Context: an optimization exercise on an open-source flow, tuned for small area and a short achievable clock period. The choices shown serve that exercise and are no tape-out recipe.
The RTL was checked by simulation tests, not by an equivalence proof against the original design.

`design/flow/flow/run.sh`:
```
#!/bin/bash
set -euo pipefail
export BUFFER_PORTS_ARGS="-buffer_cell sky130_fd_sc_hd__buf_1"
bash standard.sh SETUP_SLACK_MARGIN=10.7 finish > standard.log 2>&1
```
`design/flow/standard.sh`:
```
#!/bin/bash
# synth_recipe.tcl (not shown) runs the flow's synth.tcl, then flattens the netlist and writes it again
# the make line also repeats each setting of config.mk as NAME=value (left out here)
make -C /OpenROAD-flow-scripts/flow DESIGN_CONFIG=/design/flow/config.mk WORK_HOME=/design/flow/orfs CLKGATE_MAP_FILE= SYNTH_SCRIPT=/design/flow/synth_recipe.tcl "${@:-finish}"
```
`design/flow/config.mk`:
```
export PLATFORM = sky130hd
export DESIGN_NAME = hsv2rgb_pipe
export DESIGN_NICKNAME = hsv2rgb_pipe
export VERILOG_FILES = /design/flow/design.v
export SDC_FILE = /design/flow/constraint.sdc
export NUM_CORES = 4
export LEC_CHECK = 0
export ABC_AREA = 1
export CAP_MARGIN = 20
export CORE_MARGIN = 2
export CORE_UTILIZATION = 40
export CTS_BUF_LIST = sky130_fd_sc_hd__clkbuf_8
export SLEW_MARGIN = 20
export SYNTH_HIERARCHICAL = 1
export SYNTH_MINIMUM_KEEP_SIZE = 0
```
`design/flow/constraint.sdc`:
```
create_clock -name core_clock -period 15.0 [get_ports {clk}]
set_input_delay 3.0000 -clock core_clock [delete_from_list [all_inputs] [get_ports {clk}]]
set_output_delay 3.0000 -clock core_clock [all_outputs]
set_load 0.01 [all_outputs]
```
`design/flow/design.v`:
```
module hsv_fa (input a, input b, input c, output s, output co);
    assign s = a ^ b ^ c;
    assign co = (a & b) | (c & (a ^ b));
endmodule
module hsv_ha (input a, input b, output s, output co);
    assign s = a ^ b;
    assign co = a & b;
endmodule
module hsv_han (input a, input b, output s, output co);
    assign s = ~(a ^ b);
    assign co = a | b;
endmodule
module hsv2rgb_pipe (
        input clk,
        input rst_n,
        input in_valid,
        input [7:0] h,
        input [7:0] s,
        input [7:0] v,
        output reg out_valid,
        output reg [7:0] r,
        output reg [7:0] g,
        output reg [7:0] b
    );
    reg vld0, vld1, vld2;
    reg [7:0] h0, s0, v0;
    wire [2:0] region = (h0 >= 8'd215) ? 3'd5 : (h0 >= 8'd172) ? 3'd4 :
                        (h0 >= 8'd129) ? 3'd3 : (h0 >= 8'd86) ? 3'd2 :
                        (h0 >= 8'd43) ? 3'd1 : 3'd0;
    wire [6:0] h3 = h0[6:0] + {h0[5:0], 1'b0};
    wire [6:0] k3 = h3 - {4'd0, region};
    wire even = ~region[0];
    wire [7:0] x_c = {k3 ^ {7{even}}, even};
    wire [2:0] sel_c = (s0 == 8'd0) ? 3'd7 : region;
    reg [2:0] sel1;
    reg [7:0] x1, s1;
    reg [7:0] nv1;       
    wire [7:0] u_c, p_c;
    wire mu_pp01 = s1[0] & x1[1];
    wire mu_pp02 = s1[0] & x1[2];
    wire mu_pp03 = s1[0] & x1[3];
    wire mu_pp04 = s1[0] & x1[4];
    wire mu_pp05 = s1[0] & x1[5];
    wire mu_pp06 = s1[0] & x1[6];
    wire mu_pp07 = s1[0] & x1[7];
    wire mu_pp10 = s1[1] & x1[0];
    wire mu_pp11 = s1[1] & x1[1];
    wire mu_pp12 = s1[1] & x1[2];
    wire mu_pp13 = s1[1] & x1[3];
    wire mu_pp14 = s1[1] & x1[4];
    wire mu_pp15 = s1[1] & x1[5];
    wire mu_pp16 = s1[1] & x1[6];
    wire mu_pp17 = s1[1] & x1[7];
    wire mu_pp20 = s1[2] & x1[0];
    wire mu_pp21 = s1[2] & x1[1];
    wire mu_pp22 = s1[2] & x1[2];
    wire mu_pp23 = s1[2] & x1[3];
    wire mu_pp24 = s1[2] & x1[4];
    wire mu_pp25 = s1[2] & x1[5];
    wire mu_pp26 = s1[2] & x1[6];
    wire mu_pp27 = s1[2] & x1[7];
    wire mu_pp30 = s1[3] & x1[0];
    wire mu_pp31 = s1[3] & x1[1];
    wire mu_pp32 = s1[3] & x1[2];
    wire mu_pp33 = s1[3] & x1[3];
    wire mu_pp34 = s1[3] & x1[4];
    wire mu_pp35 = s1[3] & x1[5];
    wire mu_pp36 = s1[3] & x1[6];
    wire mu_pp37 = s1[3] & x1[7];
    wire mu_pp40 = s1[4] & x1[0];
    wire mu_pp41 = s1[4] & x1[1];
    wire mu_pp42 = s1[4] & x1[2];
    wire mu_pp43 = s1[4] & x1[3];
    wire mu_pp44 = s1[4] & x1[4];
    wire mu_pp45 = s1[4] & x1[5];
    wire mu_pp46 = s1[4] & x1[6];
    wire mu_pp47 = s1[4] & x1[7];
    wire mu_pp50 = s1[5] & x1[0];
    wire mu_pp51 = s1[5] & x1[1];
    wire mu_pp52 = s1[5] & x1[2];
    wire mu_pp53 = s1[5] & x1[3];
    wire mu_pp54 = s1[5] & x1[4];
    wire mu_pp55 = s1[5] & x1[5];
    wire mu_pp56 = s1[5] & x1[6];
    wire mu_pp57 = s1[5] & x1[7];
    wire mu_pp60 = s1[6] & x1[0];
    wire mu_pp61 = s1[6] & x1[1];
    wire mu_pp62 = s1[6] & x1[2];
    wire mu_pp63 = s1[6] & x1[3];
    wire mu_pp64 = s1[6] & x1[4];
    wire mu_pp65 = s1[6] & x1[5];
    wire mu_pp66 = s1[6] & x1[6];
    wire mu_pp67 = s1[6] & x1[7];
    wire mu_pp70 = s1[7] & x1[0];
    wire mu_pp71 = s1[7] & x1[1];
    wire mu_pp72 = s1[7] & x1[2];
    wire mu_pp73 = s1[7] & x1[3];
    wire mu_pp74 = s1[7] & x1[4];
    wire mu_pp75 = s1[7] & x1[5];
    wire mu_pp76 = s1[7] & x1[6];
    wire mu_pp77 = s1[7] & x1[7];
    wire mu_t1, mu_t2;
    hsv_ha mu_t1_ha (.a(mu_pp06), .b(mu_pp15), .s(mu_t1), .co(mu_t2));
    wire mu_t3, mu_t4;
    hsv_fa mu_t3_fa (.a(mu_pp07), .b(mu_pp16), .c(mu_pp25), .s(mu_t3), .co(mu_t4));
    wire mu_t5, mu_t6;
    hsv_ha mu_t5_ha (.a(mu_pp34), .b(mu_pp43), .s(mu_t5), .co(mu_t6));
    wire mu_t7, mu_t8;
    hsv_fa mu_t7_fa (.a(mu_pp17), .b(mu_pp26), .c(mu_pp35), .s(mu_t7), .co(mu_t8));
    wire mu_t9, mu_t10;
    hsv_ha mu_t9_ha (.a(mu_pp44), .b(mu_pp53), .s(mu_t9), .co(mu_t10));
    wire mu_t11, mu_t12;
    hsv_fa mu_t11_fa (.a(mu_pp27), .b(mu_pp36), .c(mu_pp45), .s(mu_t11), .co(mu_t12));
    wire mu_t13, mu_t14;
    hsv_ha mu_t13_ha (.a(mu_pp04), .b(mu_pp13), .s(mu_t13), .co(mu_t14));
    wire mu_t15, mu_t16;
    hsv_fa mu_t15_fa (.a(mu_pp05), .b(mu_pp14), .c(mu_pp23), .s(mu_t15), .co(mu_t16));
    wire mu_t17, mu_t18;
    hsv_ha mu_t17_ha (.a(mu_pp32), .b(mu_pp41), .s(mu_t17), .co(mu_t18));
    wire mu_t19, mu_t20;
    hsv_fa mu_t19_fa (.a(mu_t1), .b(mu_pp24), .c(mu_pp33), .s(mu_t19), .co(mu_t20));
    wire mu_t21, mu_t22;
    hsv_fa mu_t21_fa (.a(mu_pp42), .b(mu_pp51), .c(mu_pp60), .s(mu_t21), .co(mu_t22));
    wire mu_t23, mu_t24;
    hsv_fa mu_t23_fa (.a(mu_t2), .b(mu_t3), .c(mu_t5), .s(mu_t23), .co(mu_t24));
    wire mu_t25, mu_t26;
    hsv_fa mu_t25_fa (.a(mu_pp52), .b(mu_pp61), .c(mu_pp70), .s(mu_t25), .co(mu_t26));
    wire mu_t27, mu_t28;
    hsv_fa mu_t27_fa (.a(mu_t4), .b(mu_t6), .c(mu_t7), .s(mu_t27), .co(mu_t28));
    wire mu_t29, mu_t30;
    hsv_fa mu_t29_fa (.a(mu_t9), .b(mu_pp62), .c(mu_pp71), .s(mu_t29), .co(mu_t30));
    wire mu_t31, mu_t32;
    hsv_fa mu_t31_fa (.a(mu_t8), .b(mu_t10), .c(mu_t11), .s(mu_t31), .co(mu_t32));
    wire mu_t33, mu_t34;
    hsv_fa mu_t33_fa (.a(mu_pp54), .b(mu_pp63), .c(mu_pp72), .s(mu_t33), .co(mu_t34));
    wire mu_t35, mu_t36;
    hsv_fa mu_t35_fa (.a(mu_t12), .b(mu_pp37), .c(mu_pp46), .s(mu_t35), .co(mu_t36));
    wire mu_t37, mu_t38;
    hsv_fa mu_t37_fa (.a(mu_pp55), .b(mu_pp64), .c(mu_pp73), .s(mu_t37), .co(mu_t38));
    wire mu_t39, mu_t40;
    hsv_fa mu_t39_fa (.a(mu_pp47), .b(mu_pp56), .c(mu_pp65), .s(mu_t39), .co(mu_t40));
    wire mu_t41, mu_t42;
    hsv_ha mu_t41_ha (.a(mu_pp03), .b(mu_pp12), .s(mu_t41), .co(mu_t42));
    wire mu_t43, mu_t44;
    hsv_fa mu_t43_fa (.a(mu_t13), .b(mu_pp22), .c(mu_pp31), .s(mu_t43), .co(mu_t44));
    wire mu_t45, mu_t46;
    hsv_fa mu_t45_fa (.a(mu_t14), .b(mu_t15), .c(mu_t17), .s(mu_t45), .co(mu_t46));
    wire mu_t47, mu_t48;
    hsv_fa mu_t47_fa (.a(mu_t16), .b(mu_t18), .c(mu_t19), .s(mu_t47), .co(mu_t48));
    wire mu_t49, mu_t50;
    hsv_fa mu_t49_fa (.a(mu_t20), .b(mu_t22), .c(mu_t23), .s(mu_t49), .co(mu_t50));
    wire mu_t51, mu_t52;
    hsv_fa mu_t51_fa (.a(mu_t24), .b(mu_t26), .c(mu_t27), .s(mu_t51), .co(mu_t52));
    wire mu_t53, mu_t54;
    hsv_fa mu_t53_fa (.a(mu_t28), .b(mu_t30), .c(mu_t31), .s(mu_t53), .co(mu_t54));
    wire mu_t55, mu_t56;
    hsv_fa mu_t55_fa (.a(mu_t32), .b(mu_t34), .c(mu_t35), .s(mu_t55), .co(mu_t56));
    wire mu_t57, mu_t58;
    hsv_fa mu_t57_fa (.a(mu_t36), .b(mu_t38), .c(mu_t39), .s(mu_t57), .co(mu_t58));
    wire mu_t59, mu_t60;
    hsv_fa mu_t59_fa (.a(mu_t40), .b(mu_pp57), .c(mu_pp66), .s(mu_t59), .co(mu_t60));
    wire mu_t61, mu_t62;
    hsv_ha mu_t61_ha (.a(mu_pp02), .b(mu_pp11), .s(mu_t61), .co(mu_t62));
    wire mu_t63, mu_t64;
    hsv_fa mu_t63_fa (.a(mu_t41), .b(mu_pp21), .c(mu_pp30), .s(mu_t63), .co(mu_t64));
    wire mu_t65, mu_t66;
    hsv_fa mu_t65_fa (.a(mu_t42), .b(mu_t43), .c(mu_pp40), .s(mu_t65), .co(mu_t66));
    wire mu_t67, mu_t68;
    hsv_fa mu_t67_fa (.a(mu_t44), .b(mu_t45), .c(mu_pp50), .s(mu_t67), .co(mu_t68));
    wire mu_t69, mu_t70;
    hsv_fa mu_t69_fa (.a(mu_t46), .b(mu_t47), .c(mu_t21), .s(mu_t69), .co(mu_t70));
    wire mu_t71, mu_t72;
    hsv_fa mu_t71_fa (.a(mu_t48), .b(mu_t49), .c(mu_t25), .s(mu_t71), .co(mu_t72));
    wire mu_t73, mu_t74;
    hsv_fa mu_t73_fa (.a(mu_t50), .b(mu_t51), .c(mu_t29), .s(mu_t73), .co(mu_t74));
    wire mu_t75, mu_t76;
    hsv_fa mu_t75_fa (.a(mu_t52), .b(mu_t53), .c(mu_t33), .s(mu_t75), .co(mu_t76));
    wire mu_t77, mu_t78;
    hsv_fa mu_t77_fa (.a(mu_t54), .b(mu_t55), .c(mu_t37), .s(mu_t77), .co(mu_t78));
    wire mu_t79, mu_t80;
    hsv_fa mu_t79_fa (.a(mu_t56), .b(mu_t57), .c(mu_pp74), .s(mu_t79), .co(mu_t80));
    wire mu_t81, mu_t82;
    hsv_fa mu_t81_fa (.a(mu_t58), .b(mu_t59), .c(mu_pp75), .s(mu_t81), .co(mu_t82));
    wire mu_t83, mu_t84;
    hsv_fa mu_t83_fa (.a(mu_t60), .b(mu_pp67), .c(mu_pp76), .s(mu_t83), .co(mu_t84));
    wire mu_c2 = mu_pp01 & mu_pp10;
    wire mu_c3 = (mu_t61 & mu_pp20) | (mu_c2 & (mu_t61 | mu_pp20));
    wire mu_c4 = (mu_t62 & mu_t63) | (mu_c3 & (mu_t62 | mu_t63));
    wire mu_c5 = (mu_t64 & mu_t65) | (mu_c4 & (mu_t64 | mu_t65));
    wire [10:0] mu_ra = {1'b0, mu_t84, mu_t82, mu_t80, mu_t78, mu_t76, mu_t74, mu_t72, mu_t70, mu_t68, mu_t66};
    wire [10:0] mu_rb = {1'b0, mu_pp77, mu_t83, mu_t81, mu_t79, mu_t77, mu_t75, mu_t73, mu_t71, mu_t69, mu_t67};
    wire [10:0] mu_sum = mu_ra + mu_rb + {10'd0, mu_c5};
    assign u_c = mu_sum[10:3];
    wire mp_pp01 = ~(nv1[0] | s1[1]);
    wire mp_pp02 = ~(nv1[0] | s1[2]);
    wire mp_pp03 = ~(nv1[0] | s1[3]);
    wire mp_pp04 = ~(nv1[0] | s1[4]);
    wire mp_pp05 = ~(nv1[0] | s1[5]);
    wire mp_pp06 = ~(nv1[0] | s1[6]);
    wire mp_pp07 = ~(nv1[0] | s1[7]);
    wire mp_pp10 = ~(nv1[1] | s1[0]);
    wire mp_pp11 = ~(nv1[1] | s1[1]);
    wire mp_pp12 = ~(nv1[1] | s1[2]);
    wire mp_pp13 = ~(nv1[1] | s1[3]);
    wire mp_pp14 = ~(nv1[1] | s1[4]);
    wire mp_pp15 = ~(nv1[1] | s1[5]);
    wire mp_pp16 = ~(nv1[1] | s1[6]);
    wire mp_pp17 = ~(nv1[1] | s1[7]);
    wire mp_pp20 = ~(nv1[2] | s1[0]);
    wire mp_pp21 = ~(nv1[2] | s1[1]);
    wire mp_pp22 = ~(nv1[2] | s1[2]);
    wire mp_pp23 = ~(nv1[2] | s1[3]);
    wire mp_pp24 = ~(nv1[2] | s1[4]);
    wire mp_pp25 = ~(nv1[2] | s1[5]);
    wire mp_pp26 = ~(nv1[2] | s1[6]);
    wire mp_pp27 = ~(nv1[2] | s1[7]);
    wire mp_pp30 = ~(nv1[3] | s1[0]);
    wire mp_pp31 = ~(nv1[3] | s1[1]);
    wire mp_pp32 = ~(nv1[3] | s1[2]);
    wire mp_pp33 = ~(nv1[3] | s1[3]);
    wire mp_pp34 = ~(nv1[3] | s1[4]);
    wire mp_pp35 = ~(nv1[3] | s1[5]);
    wire mp_pp36 = ~(nv1[3] | s1[6]);
    wire mp_pp37 = ~(nv1[3] | s1[7]);
    wire mp_pp40 = ~(nv1[4] | s1[0]);
    wire mp_pp41 = ~(nv1[4] | s1[1]);
    wire mp_pp42 = ~(nv1[4] | s1[2]);
    wire mp_pp43 = ~(nv1[4] | s1[3]);
    wire mp_pp44 = ~(nv1[4] | s1[4]);
    wire mp_pp45 = ~(nv1[4] | s1[5]);
    wire mp_pp46 = ~(nv1[4] | s1[6]);
    wire mp_pp47 = ~(nv1[4] | s1[7]);
    wire mp_pp50 = ~(nv1[5] | s1[0]);
    wire mp_pp51 = ~(nv1[5] | s1[1]);
    wire mp_pp52 = ~(nv1[5] | s1[2]);
    wire mp_pp53 = ~(nv1[5] | s1[3]);
    wire mp_pp54 = ~(nv1[5] | s1[4]);
    wire mp_pp55 = ~(nv1[5] | s1[5]);
    wire mp_pp56 = ~(nv1[5] | s1[6]);
    wire mp_pp57 = ~(nv1[5] | s1[7]);
    wire mp_pp60 = ~(nv1[6] | s1[0]);
    wire mp_pp61 = ~(nv1[6] | s1[1]);
    wire mp_pp62 = ~(nv1[6] | s1[2]);
    wire mp_pp63 = ~(nv1[6] | s1[3]);
    wire mp_pp64 = ~(nv1[6] | s1[4]);
    wire mp_pp65 = ~(nv1[6] | s1[5]);
    wire mp_pp66 = ~(nv1[6] | s1[6]);
    wire mp_pp67 = ~(nv1[6] | s1[7]);
    wire mp_pp70 = ~(nv1[7] | s1[0]);
    wire mp_pp71 = ~(nv1[7] | s1[1]);
    wire mp_pp72 = ~(nv1[7] | s1[2]);
    wire mp_pp73 = ~(nv1[7] | s1[3]);
    wire mp_pp74 = ~(nv1[7] | s1[4]);
    wire mp_pp75 = ~(nv1[7] | s1[5]);
    wire mp_pp76 = ~(nv1[7] | s1[6]);
    wire mp_pp77 = ~(nv1[7] | s1[7]);
    wire mp_t1, mp_t2;
    hsv_ha mp_t1_ha (.a(mp_pp06), .b(mp_pp15), .s(mp_t1), .co(mp_t2));
    wire mp_t3, mp_t4;
    hsv_fa mp_t3_fa (.a(mp_pp07), .b(mp_pp16), .c(mp_pp25), .s(mp_t3), .co(mp_t4));
    wire mp_t5, mp_t6;
    hsv_ha mp_t5_ha (.a(mp_pp34), .b(mp_pp43), .s(mp_t5), .co(mp_t6));
    wire mp_t7, mp_t8;
    hsv_fa mp_t7_fa (.a(mp_pp17), .b(mp_pp26), .c(mp_pp35), .s(mp_t7), .co(mp_t8));
    wire mp_t9, mp_t10;
    hsv_ha mp_t9_ha (.a(mp_pp44), .b(mp_pp53), .s(mp_t9), .co(mp_t10));
    wire mp_t11, mp_t12;
    hsv_fa mp_t11_fa (.a(mp_pp27), .b(mp_pp36), .c(mp_pp45), .s(mp_t11), .co(mp_t12));
    wire mp_t13, mp_t14;
    hsv_ha mp_t13_ha (.a(mp_pp04), .b(mp_pp13), .s(mp_t13), .co(mp_t14));
    wire mp_t15, mp_t16;
    hsv_fa mp_t15_fa (.a(mp_pp05), .b(mp_pp14), .c(mp_pp23), .s(mp_t15), .co(mp_t16));
    wire mp_t17, mp_t18;
    hsv_ha mp_t17_ha (.a(mp_pp32), .b(mp_pp41), .s(mp_t17), .co(mp_t18));
    wire mp_t19, mp_t20;
    hsv_fa mp_t19_fa (.a(mp_t1), .b(mp_pp24), .c(mp_pp33), .s(mp_t19), .co(mp_t20));
    wire mp_t21, mp_t22;
    hsv_fa mp_t21_fa (.a(mp_pp42), .b(mp_pp51), .c(mp_pp60), .s(mp_t21), .co(mp_t22));
    wire mp_t23, mp_t24;
    hsv_fa mp_t23_fa (.a(mp_t2), .b(mp_t3), .c(mp_t5), .s(mp_t23), .co(mp_t24));
    wire mp_t25, mp_t26;
    hsv_fa mp_t25_fa (.a(mp_pp52), .b(mp_pp61), .c(mp_pp70), .s(mp_t25), .co(mp_t26));
    wire mp_t27, mp_t28;
    hsv_fa mp_t27_fa (.a(mp_t4), .b(mp_t6), .c(mp_t7), .s(mp_t27), .co(mp_t28));
    wire mp_t29, mp_t30;
    hsv_fa mp_t29_fa (.a(mp_t9), .b(mp_pp62), .c(mp_pp71), .s(mp_t29), .co(mp_t30));
    wire mp_t31, mp_t32;
    hsv_fa mp_t31_fa (.a(mp_t8), .b(mp_t10), .c(mp_t11), .s(mp_t31), .co(mp_t32));
    wire mp_t33, mp_t34;
    hsv_fa mp_t33_fa (.a(mp_pp54), .b(mp_pp63), .c(mp_pp72), .s(mp_t33), .co(mp_t34));
    wire mp_t35, mp_t36;
    hsv_fa mp_t35_fa (.a(mp_t12), .b(mp_pp37), .c(mp_pp46), .s(mp_t35), .co(mp_t36));
    wire mp_t37, mp_t38;
    hsv_fa mp_t37_fa (.a(mp_pp55), .b(mp_pp64), .c(mp_pp73), .s(mp_t37), .co(mp_t38));
    wire mp_t39, mp_t40;
    hsv_fa mp_t39_fa (.a(mp_pp47), .b(mp_pp56), .c(mp_pp65), .s(mp_t39), .co(mp_t40));
    wire mp_t41, mp_t42;
    hsv_ha mp_t41_ha (.a(mp_pp03), .b(mp_pp12), .s(mp_t41), .co(mp_t42));
    wire mp_t43, mp_t44;
    hsv_fa mp_t43_fa (.a(mp_t13), .b(mp_pp22), .c(mp_pp31), .s(mp_t43), .co(mp_t44));
    wire mp_t45, mp_t46;
    hsv_fa mp_t45_fa (.a(mp_t14), .b(mp_t15), .c(mp_t17), .s(mp_t45), .co(mp_t46));
    wire mp_t47, mp_t48;
    hsv_fa mp_t47_fa (.a(mp_t16), .b(mp_t18), .c(mp_t19), .s(mp_t47), .co(mp_t48));
    wire mp_t49, mp_t50;
    hsv_fa mp_t49_fa (.a(mp_t20), .b(mp_t22), .c(mp_t23), .s(mp_t49), .co(mp_t50));
    wire mp_t51, mp_t52;
    hsv_fa mp_t51_fa (.a(mp_t24), .b(mp_t26), .c(mp_t27), .s(mp_t51), .co(mp_t52));
    wire mp_t53, mp_t54;
    hsv_fa mp_t53_fa (.a(mp_t28), .b(mp_t30), .c(mp_t31), .s(mp_t53), .co(mp_t54));
    wire mp_t55, mp_t56;
    hsv_fa mp_t55_fa (.a(mp_t32), .b(mp_t34), .c(mp_t35), .s(mp_t55), .co(mp_t56));
    wire mp_t57, mp_t58;
    hsv_fa mp_t57_fa (.a(mp_t36), .b(mp_t38), .c(mp_t39), .s(mp_t57), .co(mp_t58));
    wire mp_t59, mp_t60;
    hsv_fa mp_t59_fa (.a(mp_t40), .b(mp_pp57), .c(mp_pp66), .s(mp_t59), .co(mp_t60));
    wire mp_t61, mp_t62;
    hsv_ha mp_t61_ha (.a(mp_pp02), .b(mp_pp11), .s(mp_t61), .co(mp_t62));
    wire mp_t63, mp_t64;
    hsv_fa mp_t63_fa (.a(mp_t41), .b(mp_pp21), .c(mp_pp30), .s(mp_t63), .co(mp_t64));
    wire mp_t65, mp_t66;
    hsv_fa mp_t65_fa (.a(mp_t42), .b(mp_t43), .c(mp_pp40), .s(mp_t65), .co(mp_t66));
    wire mp_t67, mp_t68;
    hsv_fa mp_t67_fa (.a(mp_t44), .b(mp_t45), .c(mp_pp50), .s(mp_t67), .co(mp_t68));
    wire mp_t69, mp_t70;
    hsv_fa mp_t69_fa (.a(mp_t46), .b(mp_t47), .c(mp_t21), .s(mp_t69), .co(mp_t70));
    wire mp_t71, mp_t72;
    hsv_fa mp_t71_fa (.a(mp_t48), .b(mp_t49), .c(mp_t25), .s(mp_t71), .co(mp_t72));
    wire mp_t73, mp_t74;
    hsv_fa mp_t73_fa (.a(mp_t50), .b(mp_t51), .c(mp_t29), .s(mp_t73), .co(mp_t74));
    wire mp_t75, mp_t76;
    hsv_fa mp_t75_fa (.a(mp_t52), .b(mp_t53), .c(mp_t33), .s(mp_t75), .co(mp_t76));
    wire mp_t77, mp_t78;
    hsv_fa mp_t77_fa (.a(mp_t54), .b(mp_t55), .c(mp_t37), .s(mp_t77), .co(mp_t78));
    wire mp_t79, mp_t80;
    hsv_fa mp_t79_fa (.a(mp_t56), .b(mp_t57), .c(mp_pp74), .s(mp_t79), .co(mp_t80));
    wire mp_t81, mp_t82;
    hsv_fa mp_t81_fa (.a(mp_t58), .b(mp_t59), .c(mp_pp75), .s(mp_t81), .co(mp_t82));
    wire mp_t83, mp_t84;
    hsv_fa mp_t83_fa (.a(mp_t60), .b(mp_pp67), .c(mp_pp76), .s(mp_t83), .co(mp_t84));
    wire mp_c2 = mp_pp01 & mp_pp10;
    wire mp_c3 = (mp_t61 & mp_pp20) | (mp_c2 & (mp_t61 | mp_pp20));
    wire mp_c4 = (mp_t62 & mp_t63) | (mp_c3 & (mp_t62 | mp_t63));
    wire mp_c5 = (mp_t64 & mp_t65) | (mp_c4 & (mp_t64 | mp_t65));
    wire [10:0] mp_ra = {1'b0, mp_t84, mp_t82, mp_t80, mp_t78, mp_t76, mp_t74, mp_t72, mp_t70, mp_t68, mp_t66};
    wire [10:0] mp_rb = {1'b0, mp_pp77, mp_t83, mp_t81, mp_t79, mp_t77, mp_t75, mp_t73, mp_t71, mp_t69, mp_t67};
    wire [10:0] mp_sum = mp_ra + mp_rb + {10'd0, mp_c5};
    assign p_c = mp_sum[10:3];
    reg [2:0] sel2;
    reg [7:0] u2, p2;
    reg [7:0] nv2;       
    wire [7:0] w_c;
    wire mw_pp01 = ~(nv2[0] | u2[1]);
    wire mw_pp02 = ~(nv2[0] | u2[2]);
    wire mw_pp03 = ~(nv2[0] | u2[3]);
    wire mw_pp04 = ~(nv2[0] | u2[4]);
    wire mw_pp05 = ~(nv2[0] | u2[5]);
    wire mw_pp06 = ~(nv2[0] | u2[6]);
    wire mw_pp07 = ~(nv2[0] | u2[7]);
    wire mw_pp10 = ~(nv2[1] | u2[0]);
    wire mw_pp11 = ~(nv2[1] | u2[1]);
    wire mw_pp12 = ~(nv2[1] | u2[2]);
    wire mw_pp13 = ~(nv2[1] | u2[3]);
    wire mw_pp14 = ~(nv2[1] | u2[4]);
    wire mw_pp15 = ~(nv2[1] | u2[5]);
    wire mw_pp16 = ~(nv2[1] | u2[6]);
    wire mw_pp17 = ~(nv2[1] | u2[7]);
    wire mw_pp20 = ~(nv2[2] | u2[0]);
    wire mw_pp21 = ~(nv2[2] | u2[1]);
    wire mw_pp22 = ~(nv2[2] | u2[2]);
    wire mw_pp23 = ~(nv2[2] | u2[3]);
    wire mw_pp24 = ~(nv2[2] | u2[4]);
    wire mw_pp25 = ~(nv2[2] | u2[5]);
    wire mw_pp26 = ~(nv2[2] | u2[6]);
    wire mw_pp27 = ~(nv2[2] | u2[7]);
    wire mw_pp30 = ~(nv2[3] | u2[0]);
    wire mw_pp31 = ~(nv2[3] | u2[1]);
    wire mw_pp32 = ~(nv2[3] | u2[2]);
    wire mw_pp33 = ~(nv2[3] | u2[3]);
    wire mw_pp34 = ~(nv2[3] | u2[4]);
    wire mw_pp35 = ~(nv2[3] | u2[5]);
    wire mw_pp36 = ~(nv2[3] | u2[6]);
    wire mw_pp37 = ~(nv2[3] | u2[7]);
    wire mw_pp40 = ~(nv2[4] | u2[0]);
    wire mw_pp41 = ~(nv2[4] | u2[1]);
    wire mw_pp42 = ~(nv2[4] | u2[2]);
    wire mw_pp43 = ~(nv2[4] | u2[3]);
    wire mw_pp44 = ~(nv2[4] | u2[4]);
    wire mw_pp45 = ~(nv2[4] | u2[5]);
    wire mw_pp46 = ~(nv2[4] | u2[6]);
    wire mw_pp47 = ~(nv2[4] | u2[7]);
    wire mw_pp50 = ~(nv2[5] | u2[0]);
    wire mw_pp51 = ~(nv2[5] | u2[1]);
    wire mw_pp52 = ~(nv2[5] | u2[2]);
    wire mw_pp53 = ~(nv2[5] | u2[3]);
    wire mw_pp54 = ~(nv2[5] | u2[4]);
    wire mw_pp55 = ~(nv2[5] | u2[5]);
    wire mw_pp56 = ~(nv2[5] | u2[6]);
    wire mw_pp57 = ~(nv2[5] | u2[7]);
    wire mw_pp60 = ~(nv2[6] | u2[0]);
    wire mw_pp61 = ~(nv2[6] | u2[1]);
    wire mw_pp62 = ~(nv2[6] | u2[2]);
    wire mw_pp63 = ~(nv2[6] | u2[3]);
    wire mw_pp64 = ~(nv2[6] | u2[4]);
    wire mw_pp65 = ~(nv2[6] | u2[5]);
    wire mw_pp66 = ~(nv2[6] | u2[6]);
    wire mw_pp67 = ~(nv2[6] | u2[7]);
    wire mw_pp70 = ~(nv2[7] | u2[0]);
    wire mw_pp71 = ~(nv2[7] | u2[1]);
    wire mw_pp72 = ~(nv2[7] | u2[2]);
    wire mw_pp73 = ~(nv2[7] | u2[3]);
    wire mw_pp74 = ~(nv2[7] | u2[4]);
    wire mw_pp75 = ~(nv2[7] | u2[5]);
    wire mw_pp76 = ~(nv2[7] | u2[6]);
    wire mw_pp77 = ~(nv2[7] | u2[7]);
    wire mw_t1, mw_t2;
    hsv_ha mw_t1_ha (.a(mw_pp06), .b(mw_pp15), .s(mw_t1), .co(mw_t2));
    wire mw_t3, mw_t4;
    hsv_fa mw_t3_fa (.a(mw_pp07), .b(mw_pp16), .c(mw_pp25), .s(mw_t3), .co(mw_t4));
    wire mw_t5, mw_t6;
    hsv_ha mw_t5_ha (.a(mw_pp34), .b(mw_pp43), .s(mw_t5), .co(mw_t6));
    wire mw_t7, mw_t8;
    hsv_fa mw_t7_fa (.a(mw_pp17), .b(mw_pp26), .c(mw_pp35), .s(mw_t7), .co(mw_t8));
    wire mw_t9, mw_t10;
    hsv_ha mw_t9_ha (.a(mw_pp44), .b(mw_pp53), .s(mw_t9), .co(mw_t10));
    wire mw_t11, mw_t12;
    hsv_fa mw_t11_fa (.a(mw_pp27), .b(mw_pp36), .c(mw_pp45), .s(mw_t11), .co(mw_t12));
    wire mw_t13, mw_t14;
    hsv_ha mw_t13_ha (.a(mw_pp04), .b(mw_pp13), .s(mw_t13), .co(mw_t14));
    wire mw_t15, mw_t16;
    hsv_fa mw_t15_fa (.a(mw_pp05), .b(mw_pp14), .c(mw_pp23), .s(mw_t15), .co(mw_t16));
    wire mw_t17, mw_t18;
    hsv_ha mw_t17_ha (.a(mw_pp32), .b(mw_pp41), .s(mw_t17), .co(mw_t18));
    wire mw_t19, mw_t20;
    hsv_fa mw_t19_fa (.a(mw_t1), .b(mw_pp24), .c(mw_pp33), .s(mw_t19), .co(mw_t20));
    wire mw_t21, mw_t22;
    hsv_fa mw_t21_fa (.a(mw_pp42), .b(mw_pp51), .c(mw_pp60), .s(mw_t21), .co(mw_t22));
    wire mw_t23, mw_t24;
    hsv_fa mw_t23_fa (.a(mw_t2), .b(mw_t3), .c(mw_t5), .s(mw_t23), .co(mw_t24));
    wire mw_t25, mw_t26;
    hsv_fa mw_t25_fa (.a(mw_pp52), .b(mw_pp61), .c(mw_pp70), .s(mw_t25), .co(mw_t26));
    wire mw_t27, mw_t28;
    hsv_fa mw_t27_fa (.a(mw_t4), .b(mw_t6), .c(mw_t7), .s(mw_t27), .co(mw_t28));
    wire mw_t29, mw_t30;
    hsv_fa mw_t29_fa (.a(mw_t9), .b(mw_pp62), .c(mw_pp71), .s(mw_t29), .co(mw_t30));
    wire mw_t31, mw_t32;
    hsv_fa mw_t31_fa (.a(mw_t8), .b(mw_t10), .c(mw_t11), .s(mw_t31), .co(mw_t32));
    wire mw_t33, mw_t34;
    hsv_fa mw_t33_fa (.a(mw_pp54), .b(mw_pp63), .c(mw_pp72), .s(mw_t33), .co(mw_t34));
    wire mw_t35, mw_t36;
    hsv_fa mw_t35_fa (.a(mw_t12), .b(mw_pp37), .c(mw_pp46), .s(mw_t35), .co(mw_t36));
    wire mw_t37, mw_t38;
    hsv_fa mw_t37_fa (.a(mw_pp55), .b(mw_pp64), .c(mw_pp73), .s(mw_t37), .co(mw_t38));
    wire mw_t39, mw_t40;
    hsv_fa mw_t39_fa (.a(mw_pp47), .b(mw_pp56), .c(mw_pp65), .s(mw_t39), .co(mw_t40));
    wire mw_t41, mw_t42;
    hsv_ha mw_t41_ha (.a(mw_pp03), .b(mw_pp12), .s(mw_t41), .co(mw_t42));
    wire mw_t43, mw_t44;
    hsv_fa mw_t43_fa (.a(mw_t13), .b(mw_pp22), .c(mw_pp31), .s(mw_t43), .co(mw_t44));
    wire mw_t45, mw_t46;
    hsv_fa mw_t45_fa (.a(mw_t14), .b(mw_t15), .c(mw_t17), .s(mw_t45), .co(mw_t46));
    wire mw_t47, mw_t48;
    hsv_fa mw_t47_fa (.a(mw_t16), .b(mw_t18), .c(mw_t19), .s(mw_t47), .co(mw_t48));
    wire mw_t49, mw_t50;
    hsv_fa mw_t49_fa (.a(mw_t20), .b(mw_t22), .c(mw_t23), .s(mw_t49), .co(mw_t50));
    wire mw_t51, mw_t52;
    hsv_fa mw_t51_fa (.a(mw_t24), .b(mw_t26), .c(mw_t27), .s(mw_t51), .co(mw_t52));
    wire mw_t53, mw_t54;
    hsv_fa mw_t53_fa (.a(mw_t28), .b(mw_t30), .c(mw_t31), .s(mw_t53), .co(mw_t54));
    wire mw_t55, mw_t56;
    hsv_fa mw_t55_fa (.a(mw_t32), .b(mw_t34), .c(mw_t35), .s(mw_t55), .co(mw_t56));
    wire mw_t57, mw_t58;
    hsv_fa mw_t57_fa (.a(mw_t36), .b(mw_t38), .c(mw_t39), .s(mw_t57), .co(mw_t58));
    wire mw_t59, mw_t60;
    hsv_fa mw_t59_fa (.a(mw_t40), .b(mw_pp57), .c(mw_pp66), .s(mw_t59), .co(mw_t60));
    wire mw_t61, mw_t62;
    hsv_ha mw_t61_ha (.a(mw_pp02), .b(mw_pp11), .s(mw_t61), .co(mw_t62));
    wire mw_t63, mw_t64;
    hsv_fa mw_t63_fa (.a(mw_t41), .b(mw_pp21), .c(mw_pp30), .s(mw_t63), .co(mw_t64));
    wire mw_t65, mw_t66;
    hsv_fa mw_t65_fa (.a(mw_t42), .b(mw_t43), .c(mw_pp40), .s(mw_t65), .co(mw_t66));
    wire mw_t67, mw_t68;
    hsv_fa mw_t67_fa (.a(mw_t44), .b(mw_t45), .c(mw_pp50), .s(mw_t67), .co(mw_t68));
    wire mw_t69, mw_t70;
    hsv_fa mw_t69_fa (.a(mw_t46), .b(mw_t47), .c(mw_t21), .s(mw_t69), .co(mw_t70));
    wire mw_t71, mw_t72;
    hsv_fa mw_t71_fa (.a(mw_t48), .b(mw_t49), .c(mw_t25), .s(mw_t71), .co(mw_t72));
    wire mw_t73, mw_t74;
    hsv_fa mw_t73_fa (.a(mw_t50), .b(mw_t51), .c(mw_t29), .s(mw_t73), .co(mw_t74));
    wire mw_t75, mw_t76;
    hsv_fa mw_t75_fa (.a(mw_t52), .b(mw_t53), .c(mw_t33), .s(mw_t75), .co(mw_t76));
    wire mw_t77, mw_t78;
    hsv_fa mw_t77_fa (.a(mw_t54), .b(mw_t55), .c(mw_t37), .s(mw_t77), .co(mw_t78));
    wire mw_t79, mw_t80;
    hsv_fa mw_t79_fa (.a(mw_t56), .b(mw_t57), .c(mw_pp74), .s(mw_t79), .co(mw_t80));
    wire mw_t81, mw_t82;
    hsv_fa mw_t81_fa (.a(mw_t58), .b(mw_t59), .c(mw_pp75), .s(mw_t81), .co(mw_t82));
    wire mw_t83, mw_t84;
    hsv_fa mw_t83_fa (.a(mw_t60), .b(mw_pp67), .c(mw_pp76), .s(mw_t83), .co(mw_t84));
    wire mw_c2 = mw_pp01 & mw_pp10;
    wire mw_c3 = (mw_t61 & mw_pp20) | (mw_c2 & (mw_t61 | mw_pp20));
    wire mw_c4 = (mw_t62 & mw_t63) | (mw_c3 & (mw_t62 | mw_t63));
    wire mw_c5 = (mw_t64 & mw_t65) | (mw_c4 & (mw_t64 | mw_t65));
    wire [10:0] mw_ra = {1'b0, mw_t84, mw_t82, mw_t80, mw_t78, mw_t76, mw_t74, mw_t72, mw_t70, mw_t68, mw_t66};
    wire [10:0] mw_rb = {1'b0, mw_pp77, mw_t83, mw_t81, mw_t79, mw_t77, mw_t75, mw_t73, mw_t71, mw_t69, mw_t67};
    wire [10:0] mw_sum = mw_ra + mw_rb + {10'd0, mw_c5};
    assign w_c = mw_sum[10:3];
    reg [2:0] wsel;
    reg [2:0] vsel;
    always @* begin
        case (sel2)
            3'd0: begin wsel = 3'b010; vsel = 3'b100; end
            3'd1: begin wsel = 3'b100; vsel = 3'b010; end
            3'd2: begin wsel = 3'b001; vsel = 3'b010; end
            3'd3: begin wsel = 3'b010; vsel = 3'b001; end
            3'd4: begin wsel = 3'b100; vsel = 3'b001; end
            3'd5: begin wsel = 3'b001; vsel = 3'b100; end
            default: begin wsel = 3'b000; vsel = 3'b111; end
        endcase
    end
    wire [7:0] v2 = ~nv2;
    wire [7:0] r_n = vsel[2] ? v2 : p2;
    wire [7:0] g_n = vsel[1] ? v2 : p2;
    wire [7:0] b_n = vsel[0] ? v2 : p2;
    always @(posedge clk or negedge rst_n) begin
        if (!rst_n) begin
            vld0 <= 1'b0;
            vld1 <= 1'b0;
            vld2 <= 1'b0;
            out_valid <= 1'b0;
        end else begin
            vld0 <= in_valid;
            vld1 <= vld0;
            vld2 <= vld1;
            out_valid <= vld2;
        end
    end
    always @(posedge clk) begin
        h0 <= h;
        s0 <= s;
        v0 <= v;
        sel1 <= sel_c;
        x1 <= x_c;
        s1 <= s0;
        nv1 <= ~v0;
        sel2 <= sel1;
        u2 <= u_c;
        p2 <= p_c;
        nv2 <= nv1;
        r <= wsel[2] ? w_c : r_n;
        g <= wsel[1] ? w_c : g_n;
        b <= wsel[0] ? w_c : b_n;
    end
endmodule
```
==> flow_metrics.py, run 1 <==
metrics = {
    "synthesis": {
        "syn_inst": 979,
        "synth_edf_count": 0,
        "synth_ff_type": "dfxtp_1",
        "syn-num-nets": 1183,
        "synthArstFlopShare": 0.0377,
        "ys_seq_area_frac": 0.259,
        "ys_seq_elements": 106,
        "synthTopCellsByCount": "nand2_1, nor2_1, inv_1",
        "syn-cell-area_mm2": 0.00826,
        "avgSynthCellArea_um2": 8.43,
        "yosysUniqueCellTypes": 38,
        "yosysWarnings": 7,
        "synth.top_cell.area_share": 0.262,
        "synth_top_area_cell": "fa_1",
        "yosysMostFrequentCell": "nand2_1",
        "synth.area.top_cells": "fa_1, dfxtp_1, ha_1",
    },
    "critical_path": {
        "worstPathRequired_ns": 15.29,
        "r2r_cells": 14,
        "worstSetupPathType": "reg2reg",
        "startpoint_type": "register",
        "critPathMaxFanout": 16,
        "cp.arrival_ns": 4.36,
        "worst_setup_path_end_kind": "register",
    },
    "cells_and_area": {
        "nets": 1199,
        "insertedDiodeCount": 0,
        "drive_gt1_frac": 0.0550,
        "design_area_mm2": 0.00881,
        "final_core_util": 0.436,
        "syn_to_final_growth_pct": 6.74,
        "instances_no_fill": 1270,
    },
    "place": {
        "io_buffers": 51,
        "dp.cells": 1254,
        "dpl.hpwl_mm": 13.7,
        "finalWeightedCongestion": 0.870,
        "placed_cell_area_mm2": 0.00860,
        "pre_cts_ws_ns": 10.79,
    },
    "grt": {
        "antenna_found_initial": 0,
        "grt_pass1_wl_mm": 29.8,
        "grt_overflow_total": 0,
        "grt_max_degree": 21,
        "track_usage": 0.169,
        "grt_pass1_vias": 6329,
    },
    "route": {
        "dr.pass1.iters": 5,
        "num_vias": 6037,
        "routedWlPerCell_um": 13.4,
        "drcViolationCount": 0,
        "ant_nets": 0,
        "drt-total-wl_mm": 17.0,
        "via_per_inst": 4.75,
        "drt_iter0_drc": 235,
    },
    "sta": {
        "grt_setup_unrepaired": "no",
        "finClkSkew_ns": 0.00861,
        "worstMarginPinSlew_ns": 0.705,
        "max_clock_freq_mhz": 245,
        "whs_ns": 0.353,
        "period_needed_ns": 4.07,
        "fin_ws_ns": 10.93,
        "hold_viol": 0,
        "slew_headroom": 0.529,
        "timing.final.crit_share": 0.272,
        "finalSetupViolations": 0,
        "setup_tns_ns": 0,
        "slew_violations": 0,
    },
    "die": {
        "dieArea_mm2": 0.0218,
        "pin_count": 52,
        "placementRows": 52,
        "die_h_um": 148,
        "start_util": 0.408,
        "design.core.area_mm2": 0.0202,
        "die_w_um": 148,
    },
    "clock_network": {
        "htreeDepth": 3,
        "clock-root-buffer": "clkbuf_8",
        "cts_tree": "done",
        "cts-resized-gates": 0,
        "clkSinkCount": 106,
        "postCtsSetupBuffers": 0,
        "ctsHoldBuffers": 0,
        "clock_latency_ns": 0.39,
        "cts_buffer_depth": 2,
        "cts.clk_slew.worst_paths_ns": 0.11,
        "cts-buffers-inserted": 9,
    },
    "status": {
        "outcome": "finished clean",
    },
    "run": {
        "cap_viol_max_count": 0,
    },
    "min_path": {
        "hp-class": "reg2reg",
        "holdPathStages": 0,
    },
}
## final cells by class
class	count	area (µm²)
clock inverter	7	73.8
fill	2009	11400
clock buffer	9	124
multi-input combinational	699	5450
inverter	128	480
tap	270	338
sequential	106	2150
timing repair buffer	51	191
## per-module statistics from Yosys, one instance, submodules excluded
module	flip-flops and latches	cells
hsv2rgb_pipe	106	853
hsv_fa	0	1
hsv_ha	0	1
## cell families after synthesis
family	share of synthesized area
and+or+nand+nor	0.195
adders and majority gates	0.366
buffers and inverters	0.0809
DFF	0.259
AOI/OAI and AO/OA	0.0685
xor gates and xnor gates	0.0292
## critical path, cell delays in order (launching register included)
cell and delay, ns:
dfxtp_1 0.77, nand2_1 0.11, inv_1 0.09, fa_1 0.44, fa_1 0.52, fa_1 0.44, fa_1 0.48, ha_1 0.35
nand2_1 0.10, nor2_1 0.05, a211oi_1 0.19, nand2_1 0.14, nand3_1 0.09, nand2_1 0.06, xor2_1 0.14
## registers in the layout, summed over array words and instances, names as in the netlist
name       cells
b              8
g              8
h0             8
nv1            8
nv2            8
out_valid      1
p2             8
r              8
s0             8
s1             8
sel1           3
sel2           3
u2             8
v0             8
vld0           1
vld1           1
vld2           1
x1             8
## path summary, 6_finish.rpt
kind                        endpoint  slack (ns)   from
setup / recovery               u2[4]       10.93  s1[4]
hold / removal                 s1[3]        0.35  s0[3]
setup reg to reg               u2[4]       10.93  s1[4]
hold reg to reg                s1[3]        0.35  s0[3]
max in group asynchronous  out_valid       12.40  rst_n
min in group asynchronous       vld0        2.42  rst_n
## routing by layer
| layer | GRT usage | vias to the layer above | wire, µm |
|---|---|---|---|
| li1 | - | 3026 | - |
| met2 | 0.289 | 104 | 8080 |
| met3 | 0.0265 | 18 | 560 |
| met5 | 0 | - | 0 |
| met4 | 0.0514 | 0 | 285 |
| met1 | 0.220 | 2889 | 8110 |
## layout by cell type, fill, tap and decap left out, types with 3 or more instances in the layout
master,count
nand2_1,206
nor2_1,144
inv_1,122
fa_1,108
dfxtp_1,92
ha_1,69
buf_1,51
a21oi_1,28
nand3_1,24
o21ai_0,21
xor2_1,16
o21ai_1,15
nand2_2,11
dfxtp_2,10
o211ai_1,9
clkbuf_8,9
nor3_1,8
xnor2_1,6
inv_2,6
o31ai_1,4
o21a_1,4
dfrtp_1,4
xor2_2,3
==> run 2: changes to the inputs <==
==> design/flow/flow/run.sh (replaced) <==
#!/bin/bash
set -euo pipefail
export BUFFER_PORTS_ARGS="-buffer_cell sky130_fd_sc_hd__buf_1"
bash standard.sh SETUP_SLACK_MARGIN=10.9 finish > standard.log 2>&1
--- a/design/flow/config.mk
+++ b/design/flow/config.mk
@@ -5,7 +5,6 @@
 export SDC_FILE = /design/flow/constraint.sdc
 export NUM_CORES = 4
 export LEC_CHECK = 0
-export ABC_AREA = 1
 export CAP_MARGIN = 20
 export CORE_MARGIN = 2
 export CORE_UTILIZATION = 40
==> run 2 against run 1 <==
Compared with the run above:
- first-iteration DRC count grew 53%
- clock-buffer cell count is the same
- largest cell class unchanged
- critical path type unchanged
- area after synthesis shrank 2.6%
- worst hold slack lost 0.014 ns
- worst setup slack gained 0.0083 ns
- flip-flop and latch count is the same
- sequential share of layout area shrank 0.50 points
- routed wire length grew 6.5%
==> flow_metrics.py, run 2 <==
metrics = {
    "grt": {
        "grt_pass1_vias": 5971,
        "grt_pass1_wl_mm": 29.8,
        "grt_overflow_total": 0,
        "track_usage": 0.173,
        "grt_max_degree": 21,
        "antenna_found_initial": 0,
    },
    "critical_path": {
        "cp.arrival_ns": 4.33,
        "critical-path-slowest-cell": "fa_2",
        "critPathMaxFanout": 9,
        "rrSetupSlack_ns": 10.93,
        "r2r_cells": 12,
        "worst_setup_path_end_kind": "register",
        "cpPeakStageDelay_ns": 0.59,
        "rr_endpoint": "r[6]",
        "worstPathRequired_ns": 15.26,
        "worstSetupPathType": "reg2reg",
        "startpoint_type": "register",
        "r2r-start": "u2[7]",
        "critical_path.cell_chain": "nor2_2, fa_1, fa_2, fa_2, fa_1, ha_4, a21o_1, a21o_1, o2bb2ai_2, a311o_2, xnor2_2, a21oi_1",
    },
    "sta": {
        "period_needed_ns": 4.07,
        "timing.final.crit_share": 0.271,
        "finalSetupViolations": 0,
        "slew_headroom": 0.403,
        "worstMarginPinSlew_ns": 0.893,
        "finClkSkew_ns": 0.0123,
        "hold_viol": 0,
        "max_clock_freq_mhz": 246,
        "whs_ns": 0.338,
        "slew_violations": 0,
        "setup_tns_ns": 0,
        "grt_setup_unrepaired": "yes",
    },
    "place": {
        "dpl.hpwl_mm": 13.8,
        "placed_cell_area_mm2": 0.00844,
        "io_buffers": 51,
        "finalWeightedCongestion": 0.878,
    },
    "min_path": {
        "holdPathStages": 0,
        "worstHoldEndpoint": "sel2[2]",
        "hp-class": "reg2reg",
        "hold_path.startpoint": "sel1[2]",
    },
    "die": {
        "pin_count": 52,
        "die_h_um": 146,
        "dieArea_mm2": 0.0212,
        "start_util": 0.410,
        "die_w_um": 146,
        "placementRows": 51,
        "design.core.area_mm2": 0.0196,
    },
    "cells_and_area": {
        "final_common_cell": "nor2_1",
        "drive_gt1_frac": 0.161,
        "final_cell_mix": "nor2_1, fa_1, dfxtp_1, ha_1, and2_1",
        "nets": 1088,
        "design_area_mm2": 0.00930,
        "insertedDiodeCount": 0,
        "syn_to_final_growth_pct": 15.7,
        "final_core_util": 0.475,
    },
    "synthesis": {
        "synth_edf_count": 0,
        "synth_ff_type": "dfxtp_1",
        "syn-cell-area_mm2": 0.00804,
        "yosysMostFrequentCell": "nor2_1",
        "avgSynthCellArea_um2": 9.79,
        "synthTopCellsByCount": "nor2_1, fa_1, dfxtp_1",
        "synth_top_area_cell": "fa_1",
        "ys_seq_area_frac": 0.266,
        "yosysWarnings": 7,
        "synth.top_cell.area_share": 0.269,
        "syn-num-nets": 1025,
        "yosysUniqueCellTypes": 60,
        "synthArstFlopShare": 0.0377,
        "synth.area.top_cells": "fa_1, dfxtp_1, ha_1",
        "ys_seq_elements": 106,
        "syn_inst": 821,
    },
    "route": {
        "drt-total-wl_mm": 18.1,
        "drt_iter0_drc": 359,
        "dr.pass1.iters": 5,
        "ant_nets": 0,
        "routedWlPerCell_um": 15.7,
        "drcViolationCount": 0,
        "num_vias": 5872,
        "via_per_inst": 5.09,
    },
    "clock_network": {
        "clock_latency_ns": 0.39,
        "cts-buffers-inserted": 9,
        "cts_tree": "done",
        "htreeDepth": 3,
        "cts_buffer_depth": 2,
        "cts.clk_slew.worst_paths_ns": 0.11,
        "clkSinkCount": 106,
        "ctsHoldBuffers": 0,
        "clock-root-buffer": "clkbuf_8",
    },
    "run": {
        "cap_viol_max_count": 0,
    },
    "status": {
        "outcome": "finished clean",
    },
}
==> run 2: cell type report <==
class / instances / area [µm²]
Clock buffer: 9 / 124
Clock inverter: 7 / 90.1
Fill cell: 1868 / 10300
Inverter: 33 / 124
Multi-Input combinational cell: 640 / 5890
Sequential cell: 106 / 2230
Tap cell: 265 / 332
Timing Repair Buffer: 94 / 515
==> run 2: kinds of logic (layout without fill, tap and decap cells) <==
logic type / count (synthesis) / after routing / synth area share
multiplexers: 2 / 2 / 0.00249
AND/OR/NAND/NOR: 303 / 303 / 0.175
AO/OA/AOI/OAI: 135 / 135 / 0.118
flip-flops: 106 / 106 / 0.266
buffers and inverters: 75 / 143 / 0.0366
adder cells (fa/ha/maj): 177 / 177 / 0.376
XOR/XNOR: 23 / 23 / 0.0251
==> run 2: stage by stage <==
stage / std cells / worst slack, ns
after global routing: 1154 / 10.76
after CTS: 1128 / 10.86
after floorplan: 821 / 10.92
after global placement: 1098 / 10.62
final: 1154 / 10.93
after detailed placement: 1099 / 10.53
==> run 2: how the worst max path moves through the flow <==
| stage | end | slack (ns) | depth (start not counted) | start |
|---|---|---|---|---|
| global route | r[6] | 10.76 | 12 | u2[7] |
| floorplan | b[7] | 10.92 | 14 | nv2[2] |
| detailed placement | r[7] | 10.53 | 12 | nv2[2] |
| global placement | r[7] | 10.62 | 12 | nv2[2] |
| CTS | g[7] | 10.86 | 12 | u2[6] |
| finish | r[6] | 10.93 | 12 | u2[7] |
==> run 2: Yosys stat by module, one instance, submodules excluded <==
module,cells,copies in the design
hsv_ha,1,21
hsv2rgb_pipe,695,1
hsv_fa,1,105
==> run 2: repair_timing <==
item / 4_1_cts / 5_1_grt
setup endpoints to repair: 29 / 26
pin swaps: 5 / 36
setup buffers: 13 / 26
endpoints found under the hold margin: 0 / 0
gates resized for setup: 40 / 65
==> run 2: layer usage <==
| metal | global-route usage | vias to the layer above | wire, µm |
|---|---|---|---|
| li1 | - | 2855 | - |
| met1 | 0.237 | 2856 | 8500 |
| met2 | 0.286 | 145 | 8660 |
| met3 | 0.0273 | 16 | 751 |
| met4 | 0.0461 | 0 | 216 |
| met5 | 0 | - | 0 |
==> run 2: worst max-delay path, delay by kind of cell (launching register included) <==
kind                     cells  cell delay, ns
flip-flops                   1            0.44
AND/OR/NAND/NOR              1            0.07
XOR/XNOR                     1            0.23
adder cells (fa/ha/maj)      5            2.23
AO/OA/AOI/OAI                5            0.97
==> run 3: changes to the inputs <==
==> design/flow/flow/run.sh (replaced) <==
#!/bin/bash
set -euo pipefail
export BUFFER_PORTS_ARGS="-buffer_cell sky130_fd_sc_hd__buf_1"
bash standard.sh SETUP_SLACK_MARGIN=11.05 finish > standard.log 2>&1
==> run 3 against run 2 <==
Compared with the run above:
- die area unchanged
- routed wire length down 3.5%
- fmax up 1.5%
- cell count up 0.35%
- critical path depth unchanged
- clock skew about the same
- highest routed layer unchanged
==> flow_metrics.py, run 3 <==
metrics = {
    "die": {
        "dieArea_mm2": 0.0212,
        "pin_count": 52,
        "design.core.area_mm2": 0.0196,
        "die_h_um": 146,
        "die_w_um": 146,
        "placementRows": 51,
        "start_util": 0.410,
    },
    "synthesis": {
        "synth_edf_count": 0,
        "syn_inst": 821,
        "yosysWarnings": 7,
        "synth.top_cell.area_share": 0.269,
        "synthArstFlopShare": 0.0377,
        "yosysMostFrequentCell": "nor2_1",
        "yosysUniqueCellTypes": 60,
        "synth_top_area_cell": "fa_1",
        "ys_seq_elements": 106,
        "syn-num-nets": 1025,
        "ys_seq_area_frac": 0.266,
        "synth.area.top_cells": "fa_1, dfxtp_1, ha_1",
        "syn-cell-area_mm2": 0.00804,
        "synth_ff_type": "dfxtp_1",
        "synthTopCellsByCount": "nor2_1, fa_1, dfxtp_1",
        "avgSynthCellArea_um2": 9.79,
    },
    "sta": {
        "slew_violations": 0,
        "finalSetupViolations": 0,
        "period_needed_ns": 4.01,
        "grt_setup_unrepaired": "yes",
        "finClkSkew_ns": 0.0121,
        "slew_headroom": 0.446,
        "setup_tns_ns": 0,
        "timing.final.crit_share": 0.267,
        "hold_viol": 0,
        "max_clock_freq_mhz": 250,
        "worstMarginPinSlew_ns": 0.829,
    },
    "route": {
        "via_per_inst": 5.03,
        "dr.pass1.iters": 4,
        "routedWlPerCell_um": 15.1,
        "drt-total-wl_mm": 17.5,
        "ant_nets": 0,
        "drt_iter0_drc": 305,
        "num_vias": 5820,
        "drcViolationCount": 0,
    },
    "critical_path": {
        "critical_path.cell_chain": "nor2_2, fa_2, fa_2, fa_2, fa_2, ha_4, a21o_1, a21oi_4, o2bb2ai_2, a311o_2, xnor2_2, a21oi_1",
        "critPathMaxFanout": 5,
        "critPathMostFrequentCell": "fa_2",
        "worst_setup_path_end_kind": "register",
        "cpPeakStageDelay_ns": 0.55,
        "startpoint_type": "register",
        "critical-path-slowest-cell": "fa_2",
        "worstPathRequired_ns": 15.26,
        "worstSetupPathType": "reg2reg",
        "cp.arrival_ns": 4.27,
    },
    "grt": {
        "grt_pass1_vias": 5943,
        "grt_overflow_total": 0,
        "antenna_found_initial": 0,
        "grt_pass1_wl_mm": 29.8,
        "track_usage": 0.171,
        "grt_max_degree": 22,
    },
    "run": {
        "cap_viol_max_count": 0,
    },
    "clock_network": {
        "cts-buffers-inserted": 9,
        "htreeDepth": 3,
        "clock_latency_ns": 0.39,
        "cts_tree": "done",
        "clkSinkCount": 106,
        "cts.clk_slew.worst_paths_ns": 0.12,
        "clock-root-buffer": "clkbuf_8",
        "ctsHoldBuffers": 0,
        "cts_buffer_depth": 2,
    },
    "place": {
        "finalWeightedCongestion": 0.789,
        "dpl.hpwl_mm": 13.0,
        "io_buffers": 51,
    },
    "cells_and_area": {
        "final_cell_mix": "nor2_1, fa_1, dfxtp_1, ha_1, and2_1",
        "syn_to_final_growth_pct": 17.1,
        "fill_cells": 1871,
        "final_core_util": 0.481,
        "drive_gt1_frac": 0.193,
        "multi_input_area_mm2": 0.00597,
        "final_common_cell": "nor2_1",
        "insertedDiodeCount": 0,
        "seq_area_mm2": 0.00223,
        "nets": 1092,
    },
    "status": {
        "outcome": "finished clean",
    },
    "min_path": {
        "hp-class": "reg2reg",
    },
}
[run 3: cell type report]
cell class                 count  area share
multi-input combinational    640       0.634
sequential                   106       0.237
timing repair buffer          98      0.0589
tap                          265      0.0352
clock buffer                   9      0.0132
inverter                      33      0.0132
clock inverter                 7     0.00851
[run 3: worst paths after layout]
kind / startpoint / end / slack, ns / cells after the start
setup / recovery: nv2[1] / g[6] / 10.99 / 12
hold / removal: sel1[2] / sel2[2] / 0.34 / 0
setup reg to reg: nv2[1] / g[6] / 10.99 / 12
hold reg to reg: sel1[2] / sel2[2] / 0.34 / 0
max in group asynchronous: rst_n / out_valid / 12.41 / 1
min in group asynchronous: rst_n / vld1 / 2.42 / 1
[run 3: cell families after synthesis]
logic type / synth area share
AOI/OAI and AO/OA: 0.118
xor gates and xnor gates: 0.0251
adders and majority gates: 0.376
buffers and inverters: 0.0366
DFF: 0.266
muxes: 0.00249
and+or+nand+nor: 0.175
[run 3: stage by stage]
step | instance area (µm²) | hold WS (ns) | setup slack, ns | std cells
global placement | 8460 | 0.312 | 10.47 | 1097
detailed placement | 8470 | 0.312 | 10.46 | 1097
finish | 9410 | 0.338 | 10.99 | 1158
floorplan | 8160 | 0.310 | 11.05 | 821
global route | 9410 | 0.348 | 10.84 | 1158
CTS | 9110 | 0.338 | 10.95 | 1150
[run 3: Yosys stat by module (local to each module, per instance)]
module / cell area, µm² / times used / flops+latches / cells inside
hsv_ha: 12.5 / 21 / 0 / 1
hsv2rgb_pipe: 5670 / 1 / 106 / 695
hsv_fa: 20.0 / 105 / 0 / 1
[run 3: worst max-delay path: cells and delay by family (launching register included)]
family	cells	cell delay (ns)
DFF	1	0.39
and+or+nand+nor	1	0.14
adders and majority gates	5	2.11
xor gates and xnor gates	1	0.23
AOI/OAI and AO/OA	5	0.99
[run 3: per-layer routing]
layer	global-route usage	vias to the layer above	wire, µm
met1	0.237	2813	8190
met5	0	-	0
li1	-	2872	-
met4	0.0377	0	197
met2	0.285	121	8450
met3	0.0235	14	662
[run 3: timing repair]
action                                 4_1_cts  5_1_grt
setup buffers                               37        8
resized for setup                           64       56
setup endpoints to repair                   39       34
pin swaps                                   15       30
endpoints found under the hold margin        0        0
gates cloned                                 0        0
==> run 4: changes to the inputs <==
==> design/flow/flow/run.sh (replaced) <==
#!/bin/bash
set -euo pipefail
export BUFFER_PORTS_ARGS="-buffer_cell sky130_fd_sc_hd__buf_1"
bash standard.sh SETUP_SLACK_MARGIN=10.4 finish > standard.log 2>&1
==> run 4 against run 3 <==
Compared with the run above:
- fmax down 8.2%
- worst setup slack got worse by 0.36 ns
- clock-buffer cell count unchanged
- still clean on timing, DRC and antenna
==> flow_metrics.py, run 4 <==
metrics = {
    "synthesis": {
        "synthArstFlopShare": 0.0377,
        "synth.area.top_cells": "fa_1, dfxtp_1, ha_1",
        "yosysMostFrequentCell": "nor2_1",
        "avgSynthCellArea_um2": 9.79,
        "synth_ff_type": "dfxtp_1",
        "syn_inst": 821,
        "ys_seq_elements": 106,
        "syn-num-nets": 1025,
        "synth_top_area_cell": "fa_1",
        "yosysUniqueCellTypes": 60,
        "syn-cell-area_mm2": 0.00804,
        "yosysWarnings": 7,
        "synth_edf_count": 0,
        "ys_seq_area_frac": 0.266,
        "synthTopCellsByCount": "nor2_1, fa_1, dfxtp_1",
        "synth.top_cell.area_share": 0.269,
    },
    "clock_network": {
        "postCtsSetupBuffers": 0,
        "clkSinkCount": 106,
        "htreeDepth": 3,
        "cts_buffer_depth": 2,
        "clock_latency_ns": 0.40,
        "cts_tree": "done",
        "ctsHoldBuffers": 0,
        "cts-buffers-inserted": 9,
        "clock-root-buffer": "clkbuf_8",
        "cts.clk_slew.worst_paths_ns": 0.11,
    },
    "critical_path": {
        "worstPathRequired_ns": 15.34,
        "r2r-start": "s1[3]",
        "cp.arrival_ns": 4.70,
        "worst_setup_path_end_kind": "register",
        "r2r_cells": 11,
        "rr_endpoint": "u2[6]",
        "critPathMaxFanout": 16,
        "rrSetupSlack_ns": 10.63,
        "worstSetupPathType": "reg2reg",
        "startpoint_type": "register",
        "crit_start": "s1[3]",
    },
    "cells_and_area": {
        "final_common_cell": "nor2_1",
        "instances_no_fill": 1118,
        "design_area_mm2": 0.00867,
        "fill_cells": 1936,
        "syn_to_final_growth_pct": 7.86,
        "nets": 1051,
        "final_cell_mix": "nor2_1, fa_1, dfxtp_1, ha_1, and2_1",
        "drive_gt1_frac": 0.0540,
        "final_core_util": 0.443,
    },
    "route": {
        "drcViolationCount": 0,
        "via_per_inst": 5.12,
        "drt_iter0_drc": 339,
        "routedWlPerCell_um": 15.3,
        "ant_nets": 0,
        "num_vias": 5722,
        "dr.pass1.iters": 5,
        "drt-total-wl_mm": 17.1,
    },
    "place": {
        "finalWeightedCongestion": 0.860,
        "pre_cts_ws_ns": 10.42,
        "io_buffers": 51,
        "placed_cell_area_mm2": 0.00844,
        "dp.cells": 1101,
        "dpl.hpwl_mm": 13.5,
    },
    "die": {
        "die_h_um": 146,
        "design.core.area_mm2": 0.0196,
        "pin_count": 52,
        "dieArea_mm2": 0.0212,
        "start_util": 0.410,
        "die_w_um": 146,
        "placementRows": 51,
    },
    "sta": {
        "setup_tns_ns": 0,
        "timing.final.crit_share": 0.291,
        "slew_violations": 0,
        "worstMarginPinSlew_ns": 0.779,
        "grt_setup_unrepaired": "no",
        "fin_ws_ns": 10.63,
        "finClkSkew_ns": 0.0145,
        "max_clock_freq_mhz": 229,
        "hold_viol": 0,
        "whs_ns": 0.333,
        "slew_headroom": 0.479,
        "finalSetupViolations": 0,
        "period_needed_ns": 4.37,
    },
    "min_path": {
        "worstHoldEndpoint": "sel2[1]",
        "hp-class": "reg2reg",
        "holdPathStages": 0,
        "hold_path.startpoint": "sel1[1]",
    },
    "grt": {
        "grt_pass1_vias": 5982,
        "grt_overflow_total": 0,
        "track_usage": 0.172,
        "grt_pass1_wl_mm": 29.8,
        "grt_max_degree": 22,
        "antenna_found_initial": 0,
    },
    "run": {
        "cap_viol_max_count": 0,
    },
    "status": {
        "outcome": "finished clean",
    },
}
==> run 4: cell counts after synthesis <==
Identical to the previous run, type by type.
==> run 4: Yosys stat by module (local to each module, per instance) <==
module	cell area, µm²	flops+latches
hsv_ha	12.5	0
hsv2rgb_pipe	5670	106
hsv_fa	20.0	0
==> run 4: routing by layer <==
| layer | GRT usage | part of all wire | vias to the layer above |
|---|---|---|---|
| met5 | 0 | 0 | - |
| met4 | 0.0426 | 0.013 | 0 |
| met3 | 0.0282 | 0.034 | 15 |
| met2 | 0.287 | 0.47 | 102 |
| met1 | 0.235 | 0.49 | 2817 |
| li1 | - | - | 2788 |
==> run 4: how the worst max path moves through the flow <==
stage             to  cells after the start
6_report       u2[6]                     11
5_1_grt        u2[6]                     11
4_1_cts         r[7]                     12
3_5_place_dp    r[6]                     12
3_3_place_gp   p2[6]                     12
2_1_floorplan   b[7]                     13
==> run 4: area by class of cell <==
type | count | area [µm²] | share of cell area
multi-input combinational | 640 | 5610 | 0.647
sequential | 106 | 2160 | 0.249
tap | 265 | 332 | 0.0382
timing repair buffer | 57 | 236 | 0.0273
clock buffer | 9 | 124 | 0.0143
inverter | 33 | 124 | 0.0143
clock inverter | 7 | 83.8 | 0.00967
antenna | 1 | 2.50 | 0.000289
==> run 4: kinds of logic (layout without fill, tap and decap cells) <==
family,Yosys count,after routing,synth area share
multiplexers,2,2,0.00249
AND/OR/NAND/NOR,303,303,0.175
AO/OA/AOI/OAI,135,135,0.118
buffers and inverters,75,106,0.0366
other,0,1,0
XOR/XNOR,23,23,0.0251
flip-flops,106,106,0.266
adder cells (fa/ha/maj),177,177,0.376
==> run 4: critical path, stage by stage (launching register included) <==
cell,delay [ns]
dfxtp_1,0.76
and2_1,0.24
fa_1,0.44
fa_1,0.42
fa_1,0.58
fa_1,0.44
ha_1,0.38
a21o_1,0.19
a21oi_1,0.18
o21bai_1,0.13
or4_1,0.48
nand4_1,0.08
==> run 4: repair_timing <==
action,CTS,global route
pin swaps,0,0
endpoints found under the setup margin,3,23
resized for setup,1,13

[port drivers added, routing unchanged]
Ports are ideal in the flow. The routed layouts listed here were re-timed in OpenROAD. Step 1: set_driving_cell puts a clkbuf_16 on clk and a buf_2 on each other input, an assumption about the parent block. Step 2 moves the port delays by t, midway between the first and last clock arrival at a register: inputs arrive t later, outputs are due t later. That takes back most of the time a late clock gives input paths. Slacks: ideal / step 1 / step 2; pairs: ideal / step 1.
run	shift t [ns]	setup slack, ns	hold slack, ns	worst setup path at the end	worst register clock-pin slew, ns
run 1	0.423	10.926 / 10.926 / 10.926	0.353 / 0.353 / 0.353	register to register	0.11 / 0.11
run 2	0.421	10.934 / 10.934 / 10.934	0.338 / 0.338 / 0.338	register to register	0.11 / 0.11
run 3	0.420	10.994 / 10.994 / 10.994	0.338 / 0.338 / 0.338	register to register	0.12 / 0.12
run 4	0.423	10.634 / 10.634 / 10.634	0.333 / 0.333 / 0.333	register to register	0.12 / 0.12
After both steps setup and hold are still met in every run listed.
